This is an optimization exercise on Yosys and OpenROAD, whose aim is small area, a short achievable clock period and few clock cycles, not a production implementation. In this exercise RTL edits were held to simulation tests only and were not proved equivalent to the original. Power and IR drop assume default switching activity.

===== design/flow/config.mk =====
export PLATFORM = sky130hd
export DESIGN_NAME = kcpsmx
export DESIGN_NICKNAME = kcpsmx
export VERILOG_FILES = /design/flow/design.v
export SDC_FILE = /design/flow/constraint.sdc
export NUM_CORES = 4
export LEC_CHECK = 0
export CAP_MARGIN = 20
export CORE_MARGIN = 2
export CORE_UTILIZATION = 40
export SLEW_MARGIN = 20

===== design/flow/constraint.sdc =====
create_clock -name core_clock -period 6.0 [get_ports {clk}]
set_input_delay 1.2000 -clock core_clock [delete_from_list [all_inputs] [get_ports {clk}]]
set_output_delay 1.2000 -clock core_clock [all_outputs]
set_load 0.01 [all_outputs]

===== design/flow/design.v =====
package kcpsmx3_inc;
localparam OPERAND_WIDTH    = 8;                     
localparam CODE_WIDTH       = 18;
localparam CODE_DEPTH       = 10;                    
localparam CODE_SIZE        = (1 << CODE_DEPTH);     
localparam PORT_WIDTH       = OPERAND_WIDTH;         
localparam PORT_DEPTH       = OPERAND_WIDTH;         
localparam PORT_SIZE        = (1 << PORT_DEPTH);     
localparam STACK_WIDTH      = CODE_DEPTH;            
localparam STACK_DEPTH      = 5;                     
localparam STACK_SIZE       = (1 << STACK_DEPTH);    
localparam REGISTER_WIDTH   = OPERAND_WIDTH;         
localparam REGISTER_DEPTH   = 4;                     
localparam REGISTER_SIZE    = (1 << REGISTER_DEPTH); 
localparam SCRATCH_WIDTH    = OPERAND_WIDTH;         
localparam SCRATCH_DEPTH    = 6;                     
localparam SCRATCH_SIZE     = (1 << SCRATCH_DEPTH);  
localparam OPERATION_WIDTH  = 5;
localparam RESET_VECTOR     = 0;                     
localparam INTERRUPT_VECTOR = (CODE_SIZE - 1);        
typedef enum logic [1:0] {
    Z           = 2'b00,  
    NZ          = 2'b01,  
    C           = 2'b10,  
    NC          = 2'b11   
} cond_flag_t;
typedef enum logic [1:0] {
    SA          = 2'b00,  
    RL_SRX      = 2'b01,  
    RR_SLX      = 2'b10,  
    SC          = 2'b11  
} shift_op_t;
typedef enum logic [4:0] {
    LOAD        = 5'h00,
    INPUT       = 5'h02,
    FETCH       = 5'h03,
    AND         = 5'h05,
    OR          = 5'h06,
    XOR         = 5'h07,
    TEST        = 5'h09,
    COMPARE     = 5'h0a,
    ADD         = 5'h0c,
    ADDCY       = 5'h0d,
    SUB         = 5'h0e,
    SUBCY       = 5'h0f,
    RS          = 5'h10,
    RETURN      = 5'h15,
    OUTPUT      = 5'h16,
    STORE       = 5'h17,
    CALL        = 5'h18,
    JUMP        = 5'h1a,
    RETURNI     = 5'h1c,
    INTERRUPT   = 5'h1e
} opcode_t;
typedef struct packed {
    logic [11:8] x_addr;                 
    logic [7:4] y_addr;                  
    logic [3:0] padding;                 
} reg_reg_instr_t;
typedef struct packed {
    logic [11:8] x_addr;                 
    logic [7:0] constant;                
} reg_const_instr_t;
typedef struct packed {
    logic [11:8] x_addr;                 
    logic [7:6] padding;                 
    logic [5:0] scratch_addr;            
} scratch_instr_t;
typedef struct packed {
    logic [11:8] x_addr;                 
    logic [7:0] port_addr;               
} port_instr_t;
typedef struct packed {
    logic [11:8] x_addr;                 
    logic [7:4] padding;                 
    logic [3:3] dir;                     
    shift_op_t  op;                      
    logic [0:0] constant;                
} shift_instr_t;
typedef struct packed {
    cond_flag_t flags;                   
    logic [9:0] code_addr;               
} jump_instr_t;
typedef struct packed {
    logic [11:1] padding;
    logic [0:0] en;
} int_instr_t;
typedef struct packed {
    opcode_t    operation;           
    logic       op_cond_sel;         
    union packed {                   
        reg_reg_instr_t reg_reg;
        reg_const_instr_t reg_const;
        scratch_instr_t scratch;
        port_instr_t port;
        shift_instr_t shift;
        jump_instr_t jump;
        int_instr_t interrupt;
    } instr_type;
} instr_t;
endpackage
import kcpsmx3_inc::*;
module kcpsmx_idu(
	instruction_bits,
	operation,
	shift_operation, shift_direction, shift_constant,
	operand_selection,
	x_address, y_address,
	implied_value, port_address,
	scratch_address,
	code_address,
	conditional, condition_flags,
	interrupt_enable
);
input  [CODE_WIDTH-1:0] instruction_bits;                    
output logic [4:0] operation;                                
output logic [1:0] shift_operation;                          
output logic shift_direction;                                
output logic shift_constant;                                 
output logic operand_selection;                              
output logic [REGISTER_DEPTH-1:0] x_address, y_address;      
output logic [OPERAND_WIDTH-1:0] implied_value;              
output logic [PORT_DEPTH-1:0] port_address;                  
output logic [SCRATCH_DEPTH-1:0] scratch_address;            
output logic [CODE_DEPTH-1:0] code_address;                  
output logic conditional;                                    
output logic [1:0] condition_flags;                          
output logic interrupt_enable;                               
assign operation = instruction_bits[17:13];
assign x_address = instruction_bits[11:8];
assign y_address = instruction_bits[7:4];
assign operand_selection = instruction_bits[12];
assign interrupt_enable = instruction_bits[0];
assign scratch_address = instruction_bits[5:0];
assign shift_direction = instruction_bits[3];
assign shift_operation = instruction_bits[2:1];
assign shift_constant = instruction_bits[0];
assign conditional = instruction_bits[12];
assign condition_flags = instruction_bits[11:10];
assign implied_value = instruction_bits[7:0];
assign port_address = instruction_bits[7:0];
assign code_address = instruction_bits[9:0];
endmodule
import kcpsmx3_inc::*;
module kcpsmx_register(
    input clk, reset, w_write_enable,
    input  [REGISTER_DEPTH-1:0] w_address, x_address, y_address,
    input  [REGISTER_WIDTH-1:0] w_data_in,
    output [REGISTER_WIDTH-1:0] x_data_out, y_data_out
);
logic [REGISTER_WIDTH-1:0] dpr[0:REGISTER_SIZE-1];
assign x_data_out = dpr[x_address];
assign y_data_out = dpr[y_address];
always_ff @(negedge clk)
    if (w_write_enable) dpr[w_address] <= w_data_in;
endmodule
import kcpsmx3_inc::*;
module kcpsmx_alu(
    operation,
    shift_operation, shift_direction, shift_constant,
    result, operand_a, operand_b, carry_in,
    zero_out, carry_out
);
input [4:0]                     operation;				 
input [1:0]                     shift_operation;		 
input                           shift_direction;		 
input                           shift_constant;			 
output logic [OPERAND_WIDTH-1:0] result;				 
input [OPERAND_WIDTH-1:0]       operand_a, operand_b;	 
input                            carry_in;				 
output logic                     zero_out;				 
output logic                     carry_out;				 
wire [OPERAND_WIDTH-1:0] addsub_b =
    (operation == SUB
    || operation == SUBCY
    || operation == COMPARE
    ) ? (~operand_b) :
    operand_b;
wire addsub_carry =
    (operation == ADDCY) ? carry_in :
    (operation == SUB
    || operation == COMPARE
    ) ? 1 :                                          
    (operation == SUBCY) ? ~carry_in : 0;   
wire [OPERAND_WIDTH:0] addsub_result = operand_a + addsub_b + addsub_carry;
logic shift_bit;
always_comb
begin: shift_bit_mux
    case (shift_operation)
        RR_SLX: shift_bit = operand_a[0];
        RL_SRX: shift_bit = operand_a[7];
        SA:     shift_bit = carry_in;
        default:shift_bit = shift_constant;
    endcase
end
always_comb
begin: on_alu
    carry_out = 0;
    case (operation)
        ADD,
        ADDCY:
            {carry_out, result} = addsub_result;
        COMPARE,
        SUB,
        SUBCY:
            {carry_out, result} = {~addsub_result[8], addsub_result[7:0]};
        AND:
            result = operand_a & operand_b;
        OR:
            result = operand_a | operand_b;
        TEST:
            begin
                result = operand_a & operand_b; carry_out = ^result;
            end
        XOR:
            result = operand_a ^ operand_b;
        RS:
            if (shift_direction)                                 
                {result, carry_out} = {shift_bit, operand_a};
            else                                                 
                {carry_out, result} = {operand_a, shift_bit};
        default:
            result = operand_b;
    endcase
    zero_out = ~|result;
end
endmodule
import kcpsmx3_inc::*;
module kcpsmx_scratch(
	address, write_enable, data_in, data_out,
	reset, clk
);
input logic 	clk, reset, write_enable;
input logic  [SCRATCH_DEPTH-1:0] address;
input logic  [SCRATCH_WIDTH-1:0] data_in;
output logic [SCRATCH_WIDTH-1:0] data_out;
logic [SCRATCH_WIDTH-1:0] spr[0:SCRATCH_SIZE-1];
assign data_out = spr[address];
always_ff @ (posedge clk)
begin
    if (write_enable)
        spr[address] <= data_in;
end
endmodule
import kcpsmx3_inc::*;
module kcpsmx_stack(
	address, write_enable, data_in, data_out,
	reset, clk
);
input logic  clk, reset, write_enable;
input logic  [STACK_DEPTH-1:0] address;
input logic  [STACK_WIDTH-1:0] data_in;
output logic [STACK_WIDTH-1:0] data_out;
logic [STACK_WIDTH-1:0] spr[0: STACK_SIZE-1];
assign data_out = spr[address];
always_ff @(posedge clk)
begin
     if (write_enable) 
        spr[address] <= data_in;
end
endmodule
import kcpsmx3_inc::*;
module kcpsmx(
    output logic [PORT_DEPTH-1:0]   port_id,         
    output logic                    write_strobe,    
    output logic [PORT_WIDTH-1:0]   out_port,        
    output logic                    read_strobe,     
    input        [PORT_WIDTH-1:0]   in_port,         
    input                           interrupt,       
    output logic                    interrupt_ack,   
    input                           reset,           
    input                           clk,             
    output logic [CODE_DEPTH-1:0]   address,         
    input        [CODE_WIDTH-1:0]   instruction      
);
logic [CODE_DEPTH-1:0]      program_counter;
logic [CODE_DEPTH-1:0]      ifid_pcplus2;            
logic [STACK_DEPTH-1:0]     stack_pointer;           
logic                       stack_write_enable;
logic [CODE_DEPTH-1:0]      idex_pcplus2;            
logic [REGISTER_WIDTH-1:0]  idex_reg_x_out,          
                            idex_reg_y_out;          
logic [REGISTER_DEPTH-1:0]  idex_dst;                
logic                       register_write_enable;   
logic [1:0]                 idex_reg_source;         
logic                       scratch_write_enable;
logic [4:0]                 idex_operation;
logic [1:0]                 idex_shift_operation;
logic                       idex_shift_direction;
logic                       idex_shift_constant;
logic [REGISTER_DEPTH-1:0]  idex_x_address;
logic [REGISTER_DEPTH-1:0]  idex_y_address;
logic                       idex_operand_selection;
logic [REGISTER_WIDTH-1:0]  exwb_alu_result;
logic [PORT_WIDTH-1:0]      exwb_in_port;
logic [REGISTER_WIDTH-1:0]  exwb_scratch_out;
logic [REGISTER_DEPTH-1:0]  exwb_dst;
logic [1:0]                 exwb_reg_source;         
logic                       exwb_register_write;     
logic                       zero;                    
logic                       carry;                   
logic                       zero_carry_write_enable; 
logic interrupt_enable;                              
logic interrupt_latch;                               
wire zero_saved = 1'b0;                              
wire carry_saved = 1'b0;                             
logic [1:0] reset_latch;                             
wire internal_reset;                                 
wire conditional_match;                              
wire enable_PC, enable_IF, enable_EX, enable_WB;     
logic [CODE_WIDTH-1:0]           instruction_reg;         
wire [4:0]                  idu_operation;
wire [1:0]                  idu_shift_operation;
wire                        idu_shift_direction;
wire                        idu_shift_constant;
wire                        idu_operand_selection;
wire [REGISTER_DEPTH-1:0]   idu_x_address, idu_y_address;
wire [OPERAND_WIDTH-1:0]    idu_implied_value;
wire [PORT_DEPTH-1:0]       idu_port_address;
wire [SCRATCH_DEPTH-1:0]    idu_scratch_address;
wire [CODE_DEPTH-1:0]       idu_code_address;
wire                        idu_conditional;
wire [1:0]                 idu_condition_flags;
wire                        idu_interrupt_enable;
wire [OPERAND_WIDTH-1:0] alu_operand_a_in, alu_operand_b_in, alu_result;
wire alu_zero_out, alu_carry_out;
wire [STACK_WIDTH-1:0] stack_data_out;
wire [SCRATCH_DEPTH-1:0] scratch_address;
wire [SCRATCH_WIDTH-1:0] scratch_data_in, scratch_data_out;
wire [REGISTER_WIDTH-1:0] register_w_data_in, register_x_data_out, register_y_data_out;
assign address = program_counter;
always_ff @(posedge clk)
    if (internal_reset) instruction_reg <= 18'h02000;
    else if (enable_IF) instruction_reg <= instruction;
kcpsmx_idu idu(
    .instruction_bits(instruction_reg),
    .operation(idu_operation),
    .shift_operation(idu_shift_operation),
    .shift_direction(idu_shift_direction),
    .shift_constant(idu_shift_constant),
    .operand_selection(idu_operand_selection),
    .x_address(idu_x_address),
    .y_address(idu_y_address),
    .implied_value(idu_implied_value),
    .port_address(idu_port_address),
    .scratch_address(idu_scratch_address),
    .code_address(idu_code_address),
    .conditional(idu_conditional),
    .condition_flags(idu_condition_flags),
    .interrupt_enable(idu_interrupt_enable)
);
assign register_w_data_in =
    exwb_reg_source[1] ? exwb_scratch_out :
    exwb_reg_source[0] ? exwb_in_port : exwb_alu_result;
kcpsmx_register register(
    .w_address(exwb_dst),
    .w_write_enable(exwb_register_write),
    .w_data_in(register_w_data_in),
    .x_address(idu_x_address),
    .x_data_out(register_x_data_out),
    .y_address(idu_y_address),
    .y_data_out(register_y_data_out),
    .reset(reset),
    .clk(clk)
);
wire forward_alu_a_in = ((exwb_register_write == 1) && (exwb_dst == idex_x_address));
wire forward_alu_b_in = ((exwb_register_write == 1) && (exwb_dst == idex_y_address) && (idex_operand_selection == 1));
assign alu_operand_a_in = forward_alu_a_in ? register_w_data_in : idex_reg_x_out;
assign alu_operand_b_in = forward_alu_b_in ? register_w_data_in : idex_reg_y_out;
kcpsmx_alu alu(
    .operation(idex_operation),
    .shift_operation(idex_shift_operation),
    .shift_direction(idex_shift_direction),
    .shift_constant(idex_shift_constant),
    .result(alu_result),
    .operand_a(alu_operand_a_in),
    .operand_b(alu_operand_b_in),
    .carry_in(carry),
    .zero_out(alu_zero_out),
    .carry_out(alu_carry_out)
);
kcpsmx_stack stack(
    .address(stack_pointer),
    .write_enable(stack_write_enable),
    .data_in(idex_pcplus2),
    .data_out(stack_data_out),
    .reset(reset),
    .clk(clk)
);
assign scratch_address = alu_operand_b_in[SCRATCH_DEPTH-1:0];
assign scratch_data_in = alu_operand_a_in;
kcpsmx_scratch scratch(
    .address(scratch_address),
    .write_enable(scratch_write_enable),
    .data_in(scratch_data_in),
    .data_out(scratch_data_out),
    .reset(reset),
    .clk(clk)
);
assign conditional_match =
    (!idu_conditional
    || (idu_condition_flags == C && carry)
    || (idu_condition_flags == NC && ~carry)
    || (idu_condition_flags == Z && zero)
    || (idu_condition_flags == NZ && ~zero)
    ) ? 1 : 0;
assign port_id = (read_strobe || write_strobe) ? alu_operand_b_in : 0;
assign out_port = write_strobe ? alu_operand_a_in : 0;
always_ff @(posedge clk) begin: on_reset
    if (reset) reset_latch <= 'b11;
    else begin
        reset_latch[1] <= reset_latch[0];
        reset_latch[0] <= 0;
    end
end
assign internal_reset = reset_latch[1];
logic [0:3] enable_stage;
always_ff @(posedge clk) begin
    if (internal_reset) enable_stage <= 4'b1111;  
    else enable_stage <= {enable_stage[3],enable_stage[0:2]};  
end
assign {enable_PC, enable_IF, enable_EX, enable_WB} = enable_stage;
always_ff @(posedge clk) begin
    if (internal_reset) begin: on_internal_reset
        program_counter         <= RESET_VECTOR;
        stack_pointer           <= -1;  
        idex_operation          <= LOAD;
        idex_reg_x_out          <= 0;
        idex_reg_y_out          <= 0;
        idex_dst                <= 0;
        zero                    <= 0;
        carry                   <= 0;
        interrupt_ack           <= 0;
        interrupt_enable        <= 0;
        interrupt_latch         <= 0;
        write_strobe            <= 0;
        read_strobe             <= 0;
        register_write_enable   <= 0;
        exwb_register_write     <= 0;
        scratch_write_enable    <= 0;
        stack_write_enable      <= 0;
        zero_carry_write_enable <= 0;
    end
    else begin: on_run
        read_strobe             <= 0;
        write_strobe            <= 0;
        register_write_enable   <= 0;
        exwb_register_write     <= 0;
        scratch_write_enable    <= 0;
        stack_write_enable      <= 0;
        interrupt_ack           <= 0;
        zero_carry_write_enable <= 0;
        if (enable_PC) begin
            if (((idu_operation == JUMP) || (idu_operation == CALL)) && conditional_match)
                program_counter <= idu_code_address;
            else if (((idu_operation == RETURN) || (idu_operation == RETURNI)) && conditional_match)
                program_counter <= stack_data_out;
            else
                program_counter <= program_counter + 1;
        end
        if (enable_IF) begin  
            ifid_pcplus2 <= program_counter + 2;  
        end
        if (enable_EX) begin  
            idex_reg_x_out  <= register_x_data_out;
            idex_reg_y_out  <= (idu_operand_selection == 0) ? idu_implied_value : register_y_data_out;
            idex_pcplus2    <= ifid_pcplus2;
            idex_dst        <= idu_x_address;
            idex_reg_source <= {(idu_operation == FETCH),(idu_operation == INPUT)};
            idex_operation       <= idu_operation;
            idex_shift_operation <= idu_shift_operation;
            idex_shift_direction <= idu_shift_direction;
            idex_shift_constant  <= idu_shift_constant;
            execute(idu_operation);
                idex_x_address         <= idu_x_address;
                idex_y_address         <= idu_y_address;
                idex_operand_selection <= idu_operand_selection;
        end
        if (enable_WB) begin  
            exwb_alu_result     <= alu_result;
            exwb_scratch_out    <= scratch_data_out;
            exwb_dst            <= idex_dst;
            exwb_register_write <= register_write_enable;
            exwb_reg_source     <= idex_reg_source;
            exwb_in_port        <= in_port;
            if (zero_carry_write_enable) begin
                zero            <= alu_zero_out;
                carry           <= alu_carry_out;
            end
        end
    end  
end  
task execute;
input [4:0] operation;
begin
    case (operation)
        LOAD: register_write_enable <= 1;
        AND,
        OR,
        XOR,
        ADD,
        ADDCY,
        SUB,
        SUBCY,
        RS: begin
                register_write_enable   <= 1;  
                zero_carry_write_enable <= 1;  
            end
        CALL:
            if (conditional_match) begin
                stack_write_enable <= 1;
                stack_pointer      <= stack_pointer + 1;
            end
        RETURN:
            if (conditional_match) stack_pointer <= stack_pointer - 1;  
        RETURNI: begin
                stack_pointer    <= stack_pointer - 1;  
                zero             <= zero_saved;
                carry            <= carry_saved;
                interrupt_enable <= idu_interrupt_enable;
            end
        INTERRUPT: interrupt_enable <= idu_interrupt_enable;
        INPUT: begin
                read_strobe <= 1;
                register_write_enable <= 1;
            end
        OUTPUT: begin
                write_strobe <= 1;
            end
        COMPARE:
            zero_carry_write_enable <= 1;
        TEST:
            zero_carry_write_enable <= 1;
        FETCH:
            register_write_enable <= 1;  
        STORE:
            scratch_write_enable <= 1;   
        default: ;
    endcase
end
endtask
endmodule

===== design/flow/run.sh =====
#!/bin/bash
# synth_recipe.tcl (not shown) runs the flow's synth.tcl, then flattens the netlist and writes it again
# the make line also repeats each setting of config.mk as NAME=value (left out here)
make -C /OpenROAD-flow-scripts/flow DESIGN_CONFIG=/design/flow/config.mk WORK_HOME=/design/flow/orfs CLKGATE_MAP_FILE= SYNTH_SCRIPT=/design/flow/synth_recipe.tcl finish

==> results.py, run 1 <==
metrics = {
    "run_status": {
        "status": "no timing/DRC/antenna violations",
    },
    "global_route": {
        "grt_usage": 0.1969,
        "grt_antenna_before_repair": 0,
        "globalRouteOverflowTotal": 0,
        "grt_pass1_vias": 25240,
        "grt_max_degree": 69,
        "grt_pass1_wl_um": 165500,
    },
    "synthesis": {
        "ys_top_cells_by_area": "edfxtp_1 69%, mux4_2 9.0%, dfxtp_1 3.5%",
        "syn_area_per_cell_um2": 17.37,
        "syn_inst": 2553,
        "synth_common_cells": "1025 x edfxtp_1, 208 x nor2_1, 177 x mux4_2",
        "yosysWarnings": 5,
        "synth_area_leader_cell": "edfxtp_1",
        "synth_cell_types": 68,
        "synth-seq-cells": 1103,
        "syn-cell-area_um2": 44340,
        "syn_nets": 2613,
        "ys.flop_type": "edfxtp_1",
        "yosysSeqAreaShare": 0.7294,
        "synth_edf_count": 1025,
        "yosys.area.top_type_share": 0.6942,
        "yosysMostFrequentCell": "edfxtp_1",
        "synthArstFlopShare": 0,
    },
    "route": {
        "wl_per_cell_um": 25.72,
        "routed_wl_um": 112100,
        "vias_per_cell": 5.756,
        "first_iter_violations": 2736,
        "via_count": 25080,
        "ant_nets": 0,
        "drc": 0,
        "drtPass1Iterations": 6,
    },
    "clock_tree": {
        "numCtsBuffers": 110,
        "clock_latency_ns": 0.73,
        "cts_tree": "yes",
        "clock-root-buffer": "clkbuf_16",
        "ctsLongestPathBuffers": 3,
        "htree_levels": 3,
        "cts.sinks": 1103,
        "clk_pin_slew_ns": 0.07,
        "cts_setup_buffers": 0,
        "post_cts_resized": 0,
        "cts_hold_buf": 0,
    },
    "pwr": {
        "p_per_area_nw_per_um2": 316.8,
        "ir_drop_mv": 0.2337,
        "cellLeakagePower_nw": 17.03,
    },
    "cells_and_area": {
        "drive_above_1_share": 0.1676,
        "fillers": 9281,
        "register_area_um2": 32360,
        "largestRegisters": "scratch.spr (512), stack.spr (320), register.dpr (128)",
        "top_register": "scratch.spr",
        "largest_reg_flops": 512,
        "antenna_cells": 0,
        "finalNetCount": 2839,
        "finish.instance_area_um2": 51200,
        "multi_input_area_um2": 11350,
        "area_growth_pct": 15.48,
    },
    "timing": {
        "fin_crit_sh": 0.9140,
        "fin_skew_ns": 0.04924,
        "slew_viol_final": 0,
        "hold_viol": 0,
        "slew-limit-headroom": 0.2127,
        "rsz0062_at_grt": "no",
        "tns_ns": 0,
        "whs_ns": 0.4021,
        "period_needed_ns": 5.484,
        "setup_viol": 0,
        "clock.fmax_mhz": 182.4,
        "worstMarginPinSlew_ns": 1.170,
    },
    "worst_setup_path": {
        "crit_family": "simple AND/OR/NAND/NOR gates",
        "worst-setup-path-type": "flop to flop",
        "r2r_setup_slack_ns": 0.52,
        "r2r_cells": 16,
        "arrival_ns": 6.10,
        "critPathMaxFanout": 23,
        "critPathLaunchType": "flop",
        "path_cells": "mux2i_1 -> o21a_1 -> clkinv_1 -> nand2_1 -> nand2_1 -> inv_1 -> xnor2_1 -> fa_1 -> fa_1 -> xor2_1 -> a22oi_1 -> o21ai_0 -> a221o_1 -> nor4b_2 -> or4b_1 -> o31ai_2",
        "max_stage_delay_ns": 0.65,
        "slowest_stage": "edfxtp_1",
        "crit_required_ns": 6.62,
        "crit_buf_inv": 2,
        "r2r-start": "exwb_reg_source[0]$_DFFE_PP_",
        "setup.worst_path.end_class": "flop",
        "reg2reg_to": "zero$_SDFF_PP0_",
    },
    "run": {
        "max-cap-violations": 0,
    },
    "worst_hold_path": {
        "worstHoldStart": "ifid_pcplus2[0]$_DFFE_PP_",
        "holdPathStages": 0,
        "hold_class": "flop to flop",
        "hold_end": "idex_pcplus2[0]$_DFFE_PP_",
    },
    "floorplanning": {
        "rows": 122,
        "die_w_um": 336.9,
        "fp.dieArea_um2": 113500,
        "die_h_um": 336.9,
        "initial_core_util": 0.4018,
        "core_um2": 110400,
        "io_pins": 58,
    },
    "placement": {
        "place.gp.congestion": 0.8886,
        "dpl-instance-area_um2": 46840,
        "dp.final_hpwl_um": 68740,
        "io_buffers": 55,
    },
}
cell usage in the layout, fill, tap and decap left out, types with 55 or more instances in the layout:
master | Yosys | routed
dfxtp_1 | 78 | 69
a221oi_1 | 60 | 60
clkbuf_16 | 0 | 113
a22o_1 | 55 | 55
nand2_1 | 92 | 92
nor2_1 | 208 | 204
clkdlybuf4s50_1 | 0 | 55
edfxtp_1 | 1025 | 1025
inv_1 | 24 | 144
a22oi_1 | 131 | 131
buf_4 | 3 | 65
a31oi_1 | 61 | 61
mux4_2 | 177 | 177
mux2i_1 | 65 | 65
report_power, final:
part | switching [mW] | total [mW] | internal, mW
registers | 0.0539 | 8.47 | 8.42
logic | 0.272 | 0.422 | 0.150
clock network | 3.21 | 7.33 | 4.11
routing by layer:
layer,wire [µm],vias up,part of all wire,GRT usage
met2,53750,1076,0.48,0.3198
met1,47010,12910,0.42,0.2692
met4,3216,0,0.029,0.06782
met3,8137,210,0.073,0.03353
met5,0,-,0,0
li1,-,10890,-,-
through the flow:
step	setup slack [ns]	total power [mW]	cells	utilization
2_1_floorplan	1.066	8.984	2553	-
5_1_grt	0.2538	16.72	4358	0.4640
3_3_place_gp	0.7103	9.156	4018	0.4244
6_report	0.5162	16.22	4358	0.4640
4_1_cts	0.5517	16.33	4348	0.4624
3_5_place_dp	0.5797	9.169	4018	0.4244
cells by family (layout without fill, tap and decap cells):
kind of cell    count (synthesis)  in the layout  synth area share
compound gates                476            476           0.08005
xor+xnor                       48             48          0.009481
fa+ha+maj                      31             31          0.009255
buf+inv                       181            498           0.01623
flops                        1103           1103            0.7294
mux                           255            255            0.1082
other cells                     1              1        0.00008457
simple gates                  458            458           0.04738
layout make-up:
class / instances / share of cell area
Clock buffer: 127 / 0.05645
Clock inverter: 204 / 0.02549
Inverter: 31 / 0.002273
Multi-Input combinational cell: 1269 / 0.2217
Sequential cell: 1103 / 0.6319
Tap cell: 1488 / 0.03636
Timing Repair Buffer: 136 / 0.02580
worst max-delay path by stage:
stage	from	to	slack (ns)	cells after the start
after floorplan	exwb_reg_source[1]$_DFFE_PP_	register.dpr[0][3]$_DFFE_NP_	1.07	3
final	exwb_reg_source[0]$_DFFE_PP_	zero$_SDFF_PP0_	0.52	16
after global routing	exwb_reg_source[0]$_DFFE_PP_	carry$_SDFF_PP0_	0.25	17
after CTS	exwb_reg_source[0]$_DFFE_PP_	zero$_SDFF_PP0_	0.55	16
after global placement	exwb_reg_source[0]$_DFFE_PP_	zero$_SDFF_PP0_	0.71	16
after detailed placement	exwb_reg_source[0]$_DFFE_PP_	zero$_SDFF_PP0_	0.58	16
Testbench counts, summed over its fixed seeds: cycles 295,275.
==> inputs of run 2 (changes only) <==
--- a/design/flow/config.mk
+++ b/design/flow/config.mk
@@ -7,5 +7,7 @@
 export LEC_CHECK = 0
+export ABC_CLOCK_PERIOD_IN_PS = 3000
 export CAP_MARGIN = 20
 export CORE_MARGIN = 2
-export CORE_UTILIZATION = 40
+export CORE_UTILIZATION = 50
+export SETUP_SLACK_MARGIN = 2.5
 export SLEW_MARGIN = 20
==> results.py, run 2 <==
metrics = {
    "run_status": {
        "status": "no timing/DRC/antenna violations",
    },
    "timing": {
        "whs_ns": 0.4183,
        "tns_ns": 0,
        "worstMarginPinSlew_ns": 1.092,
        "hold_viol": 0,
        "fin_skew_ns": 0.02490,
        "setup_viol": 0,
        "slew-limit-headroom": 0.2696,
        "slew_viol_final": 0,
        "rsz0062_at_grt": "yes",
    },
    "cells_and_area": {
        "largest_reg_flops": 512,
        "antenna_cells": 0,
        "layout_commonest_cell": "edfxtp_1",
        "finalNetCount": 3063,
        "layout_common_cells": "1025 x edfxtp_1, 177 x mux4_2, 144 x inv_1",
        "drive_above_1_share": 0.3340,
        "fillers": 6097,
        "finalNonFillerCells": 4258,
        "area_growth_pct": 25.89,
        "largestRegisters": "scratch.spr (512), stack.spr (320), register.dpr (128)",
        "top_register": "scratch.spr",
        "finish.instance_area_um2": 55820,
    },
    "worst_setup_path": {
        "path_common_cell": "mux4_2",
        "critPathLaunchType": "flop",
        "r2r_setup_slack_ns": 1.14,
        "worst-setup-path-type": "flop to flop",
        "critPathMaxFanout": 2,
        "r2r_cells": 4,
        "crit_required_ns": 6.55,
        "setup.worst_path.end_class": "flop",
        "max_stage_delay_ns": 0.53,
        "arrival_ns": 5.41,
        "path_cells": "mux4_2 -> mux4_2 -> mux2i_1 -> a211oi_1",
        "reg2reg_to": "idex_reg_y_out[1]$_SDFFE_PP0P_",
        "slowest_stage": "mux4_2",
        "r2r-start": "register.dpr[4][1]$_DFFE_NP_",
    },
    "floorplanning": {
        "die_w_um": 301.8,
        "fp.dieArea_um2": 91080,
        "die_h_um": 301.8,
        "initial_core_util": 0.5033,
        "core_um2": 88100,
        "rows": 109,
        "io_pins": 58,
    },
    "route": {
        "vias_per_cell": 6.381,
        "drc": 0,
        "first_iter_violations": 3439,
        "drtPass1Iterations": 8,
        "routed_wl_um": 124200,
        "ant_nets": 0,
        "via_count": 27170,
        "wl_per_cell_um": 29.16,
    },
    "placement": {
        "dpl-instance-area_um2": 46560,
        "placed_cells": 3676,
        "place.gp.congestion": 0.9180,
        "io_buffers": 55,
        "dp.final_hpwl_um": 68900,
    },
    "synthesis": {
        "synth_common_cells": "1025 x edfxtp_1, 208 x nor2_1, 177 x mux4_2",
        "yosysMostFrequentCell": "edfxtp_1",
        "synth_edf_count": 1025,
        "yosysWarnings": 5,
        "yosysSeqAreaShare": 0.7294,
        "syn_nets": 2613,
        "yosys.area.top_type_share": 0.6942,
        "synth_area_leader_cell": "edfxtp_1",
        "syn_area_per_cell_um2": 17.37,
        "synthArstFlopShare": 0,
        "ys_top_cells_by_area": "edfxtp_1 69%, mux4_2 9.0%, dfxtp_1 3.5%",
        "syn-cell-area_um2": 44340,
        "ys.flop_type": "edfxtp_1",
        "syn_inst": 2553,
        "synth-seq-cells": 1103,
        "synth_cell_types": 68,
    },
    "pwr": {
        "swShare": 0.2212,
        "pwr-share-comb": 0.039,
        "p_seq_frac": 0.524,
        "cellLeakagePower_nw": 18.84,
        "p_per_area_nw_per_um2": 290.3,
        "pwr-share-clk": 0.437,
        "p_int_mw": 12.62,
        "p_switching_mw": 3.585,
        "ir_drop_mv": 0.2409,
    },
    "clock_tree": {
        "htree_levels": 3,
        "ctsLongestPathBuffers": 3,
        "clk_pin_slew_ns": 0.06,
        "clock-root-buffer": "clkbuf_16",
        "clock_latency_ns": 0.72,
        "cts.sinks": 1103,
        "numCtsBuffers": 113,
        "cts_tree": "yes",
    },
    "worst_hold_path": {
        "worstHoldStart": "idex_reg_source[1]$_DFFE_PP_",
        "holdPathStages": 0,
        "hold_class": "flop to flop",
        "hold_end": "exwb_reg_source[1]$_DFFE_PP_",
    },
    "global_route": {
        "grt_usage": 0.2632,
        "grt_pass1_wl_um": 174800,
        "grt_pass1_vias": 25910,
        "globalRouteOverflowTotal": 0,
        "grt_antenna_before_repair": 0,
        "grt_max_degree": 69,
    },
    "run": {
        "max-cap-violations": 0,
    },
}
==> run 2: cell count changes in the layout (fill, tap and decap cells not counted), moves of 16 or more <==
cell	delta
a221oi_2	+39
clkdlybuf4s50_1	-16
nand2_2	+18
a31oi_2	+32
a31oi_1	-45
nor2_1	-82
buf_4	+75
buf_12	+26
a221oi_1	-45
buf_6	+93
nand2_1	-29
nor4_1	-17
nor2_4	+77
==> run 2: cell type report <==
class,instances,area [µm²],area share
inverter,31,231.5,0.004147
tap,1165,1458,0.02611
multi-input combinational,1273,13880,0.2487
timing repair buffer,348,3782,0.06776
timing repair inverter,5,61.31,0.001098
clock inverter,195,1041,0.01865
sequential,1103,32360,0.5797
clock buffer,138,3004,0.05382
==> run 2: worst max path at each step <==
stage,endpoint,slack [ns],from
after detailed placement,register.dpr[12][1]$_DFFE_NP_,0.95,exwb_reg_source[0]$_DFFE_PP_
final,idex_reg_y_out[1]$_SDFFE_PP0P_,1.14,register.dpr[4][1]$_DFFE_NP_
after CTS,idex_reg_y_out[0]$_SDFFE_PP0P_,1.19,register.dpr[1][0]$_DFFE_NP_
after floorplan,idex_reg_y_out[0]$_SDFFE_PP0P_,1.40,register.dpr[15][0]$_DFFE_NP_
after global placement,register.dpr[14][1]$_DFFE_NP_,1.02,exwb_reg_source[0]$_DFFE_PP_
after global routing,idex_reg_y_out[1]$_SDFFE_PP0P_,1.10,register.dpr[7][1]$_DFFE_NP_
==> run 2: stage by stage <==
stage               worst slack (ns)    util  power, mW
detailed placement            0.9456  0.5285      9.183
global placement               1.020  0.5282      9.170
global route                   1.102  0.6336      16.71
CTS                            1.192  0.6115      16.20
finish                         1.139  0.6336      16.20
floorplan                      1.401       -      9.001
==> run 2: cell families after synthesis <==
| logic type | Yosys count | share of synthesized area |
|---|---|---|
| XOR/XNOR | 48 | 0.009481 |
| multiplexers | 255 | 0.1082 |
| AND/OR/NAND/NOR | 458 | 0.04738 |
| adder cells (fa/ha/maj) | 31 | 0.009255 |
| other | 1 | 0.00008457 |
| flip-flops | 1103 | 0.7294 |
| buffers and inverters | 181 | 0.01623 |
| AO/OA/AOI/OAI | 476 | 0.08005 |
==> run 2: power groups by stage <==
stage	Sequential, mW	Combinational (mW)	Clock (mW)
detailed placement	8.65	0.404	0.128
global placement	8.65	0.393	0.128
global route	8.48	0.657	7.57
CTS	8.50	0.527	7.18
floorplan	8.60	0.272	0.128
finish	8.49	0.632	7.09
==> run 2: worst max-delay path: cells and delay by family, from the launching register on <==
| kind | cells | cell delay [ns] |
|---|---|---|
| AOI/OAI and AO/OA | 1 | 0.09 |
| DFF | 1 | 0.39 |
| muxes | 3 | 1.21 |
==> run 2: repair_timing <==
item / 4_1_cts / 5_1_grt
hold buffers: 0 / 0
resized for setup: 442 / 217
buffers inserted: 144 / 77
endpoints found under the setup margin: 822 / 680
pin swaps: 75 / 84
gates cloned: 9 / 8
==> run 2: metal layers <==
metal  global-route usage  up-vias  share of wire
met5                    0        -              0
met4              0.08899        0          0.035
met1               0.3950    14090           0.41
li1                     -    11380              -
met3              0.04726      264          0.091
met2               0.3929     1444           0.46
